Background: an optimization exercise with open tools, aiming at small area. Do not read the settings as production practice. No functional check of the RTL was part of any run shown here. No activity file was given, so power comes from the tool's default toggle rates.

==> flow/design.v, too long to show whole: its modules and the start of the top module <==
// module qr_fa: 4 lines
// module qr_ha: 4 lines
// module qr_xor2: 3 lines
// module qr_xnor2: 3 lines
// module qr_nand2: 3 lines
// module qr_aoi21: 3 lines
// module qr_oai21: 3 lines
// module qr_mux2i: 3 lines
// module qr_mux2: 3 lines
// module qr_nand2b: 3 lines
// module qr_inv: 3 lines
// module multiple_rounds: 15866 lines
module multiple_rounds #(parameter N = 32, parameter M = 20)(
  input clk, input rst,
  input wire [N-1:0] a,
  input wire [N-1:0] b,
  input wire [N-1:0] c,
  input wire [N-1:0] d,
  output wire [N-1:0] a_out,
  output wire [N-1:0] b_out,
  output wire [N-1:0] c_out,
  output wire [N-1:0] d_out,
  output reg ready);
  // ...
==> flow/run.sh <==
#!/bin/bash
# synth_recipe.tcl (not shown) runs the flow's synth.tcl, then flattens the netlist and writes it again
# the make line also repeats each setting of config.mk as NAME=value (left out here)
make -C /OpenROAD-flow-scripts/flow DESIGN_CONFIG=/design/flow/config.mk WORK_HOME=/design/flow/orfs CLKGATE_MAP_FILE= SYNTH_SCRIPT=/design/flow/synth_recipe.tcl finish
==> flow/config.mk <==
export PLATFORM = sky130hd
export DESIGN_NAME = multiple_rounds
export DESIGN_NICKNAME = multiple_rounds
export VERILOG_FILES = /design/flow/design.v
export SDC_FILE = /design/flow/constraint.sdc
export NUM_CORES = 4
export LEC_CHECK = 0
export CAP_MARGIN = 0
export CORE_MARGIN = 2
export CORE_UTILIZATION = 60
export GPL_TIMING_DRIVEN = 1
export PLACE_DENSITY = 0.7
export SLEW_MARGIN = 0
export SYNTH_HIERARCHICAL = 1
export SYNTH_MINIMUM_KEEP_SIZE = 0
==> flow/constraint.sdc <==
create_clock -name core_clock -period 18.0 [get_ports {clk}]
set_input_delay 3.6000 -clock core_clock [delete_from_list [all_inputs] [get_ports {clk}]]
set_output_delay 3.6000 -clock core_clock [all_outputs]
set_load 0.01 [all_outputs]
==> metrics.md, run 1 <==
| Metric | Value |
|---|---|
| Ys async rst share | `0.00769` |
| Synth Area in Compound Gates | `0.0164` |
| Initial Utilization | `0.603` |
| Mapped Cells | `8053` |
| Hold Buf Count CTS | `0` |
| Post-Synthesis Mean Instance Area | `10.6 µm²` |
| Multiplexer share of the synthesized area | `0.197` |
| Dpl cells | `12600` |
| Synth area leaders | `dfxtp_1, xor2_1, mux2i_1` |
| Die height | `381 µm` |
| Simple-gate area share of the yosys netlist | `0.0567` |
| Last stage | `global routing (5_1_grt)` |
| Error | `[ERROR GRT-0232] Routing congestion too high. Check the congestion heatmap in the GUI.` |
| Seq/Total Area, Yosys | `0.336` |
| Most frequent cell after synthesis | `xor2_1` |
| CTS Buf Count | `150` |
| Ys flop type | `dfxtp_1` |
| Setup Fix Bufs, Post-CTS | `420` |
| Synth cell count leaders | `xor2_1, dfxtp_1, mux2i_1, xnor2_1, nand2_1` |
| FF+latch count, synth | `1430` |
| Worst-path endpoint category | `register input` |
| Max Buffers Root-to-Sink | `3` |
| Pre-CTS setup slack | `-2980 ps` |
| Post-synth top area share | `0.333` |
| Outcome | `stopped before the end` |
| Post-CTS Resized | `528` |
==> inputs of run 2 (changes only) <==
--- a/flow/config.mk
+++ b/flow/config.mk
@@ -9,5 +9,6 @@
 export CORE_MARGIN = 2
-export CORE_UTILIZATION = 60
+export CORE_UTILIZATION = 80
+export GPL_ROUTABILITY_DRIVEN = 0
 export GPL_TIMING_DRIVEN = 1
-export PLACE_DENSITY = 0.7
+export PLACE_DENSITY = 0.9
 export SLEW_MARGIN = 0
==> metrics.md, run 2 <==
| Metric | Value |
|---|---|
| Die extent in x | `331 µm` |
| Final HPWL DP | `300000 µm` |
| CTS Buf Count | `143 (-4.7%)` |
| PortBufs | `258` |
| Clk sinks | `1430` |
| Synth area leader | `dfxtp_1` |
| Post-synth EDFFs | `0` |
| Most frequent cell after synthesis | `xor2_1` |
| Site Rows | `119` |
| FF+latch count, synth | `1430 (unchanged)` |
| H-tree depth | `4` |
| Syn_nets | `8223` |
| CTS Root Cell | `clkbuf_16` |
| Number of I/O pins | `259` |
| Post-synth top area share | `0.333 (unchanged)` |
| Initial Utilization | `0.808 (+0.205)` |
| Max Buffers Root-to-Sink | `3 (unchanged)` |
| Synth area leaders | `dfxtp_1, xor2_1, mux2i_1` |
| Post-Synthesis Mean Instance Area | `10.6 µm² (unchanged)` |
| Post-Syn Area | `85300 µm²` |
| Seq/Total Area, Yosys | `0.336 (unchanged)` |
| Pre-CTS setup slack | `-3220 ps (-234 ps)` |
| Last stage | `clock tree synthesis (4_1_cts)` |
| Ys flop type | `dfxtp_1` |
| Warnings from Yosys | `7` |
| Ys async rst share | `0.00769 (unchanged)` |
| Error | `[ERROR DPL-0038] Utilization greater than 100%, impossible to legalize` |
| Die height | `331 µm (-13%)` |
| Outcome | `stopped before the end` |
| Synth cell count leaders | `xor2_1, dfxtp_1, mux2i_1, xnor2_1, nand2_1` |
| Synth cell types | `15` |
| Dpl cells | `11200 (-11%)` |
| Mapped Cells | `8053 (unchanged)` |
run 2: how the worst max path moves through the flow:
stage,slack [ps],endpoint
2_1_floorplan,470,r6_k28_z1$_DFF_P_
3_3_place_gp,-1500,r3_k13_z7$_DFF_P_
3_5_place_dp,-3220,r8_k38_z25$_DFF_P_
run 2: metrics by stage:
| stage | area (µm²) | hold slack [ps] | power, mW |
|---|---|---|---|
| after detailed placement | 101000 | 312 | 619 |
| after global placement | 101000 | 310 | 605 |
| after floorplan | 85300 | 310 | 430 |
run 2: cell families after synthesis:
group                      after synthesis  synth area share
AOI/OAI and AO/OA                      280            0.0164
and+or+nand+nor                       1008            0.0567
buffers and inverters                   14           0.00180
xor gates and xnor gates              3760             0.386
adders and majority gates               40           0.00587
other                                    1         0.0000439
DFF                                   1430             0.336
muxes                                 1520             0.197
run 2: Yosys stat by module (local to each module, per instance):
module           times used  cells  cell area (µm²)  flip-flops and latches
multiple_rounds           1   1573            29700                    1430
qr_nand2b               280      1             6.26                       0
qr_mux2i               1200      1             10.0                       0
qr_xnor2                640      1             8.76                       0
qr_ha                    40      1             12.5                       0
qr_mux2                 320      1             15.0                       0
qr_nand2                600      1             3.75                       0
qr_oai21                280      1             5.00                       0
qr_xor2                3120      1             8.76                       0
run 2: power groups by stage:
stage	Clock [mW]	Sequential (mW)	Combinational (mW)
floorplan	0	26.9	403
global placement	0	21.5	583
detailed placement	0	20.7	598
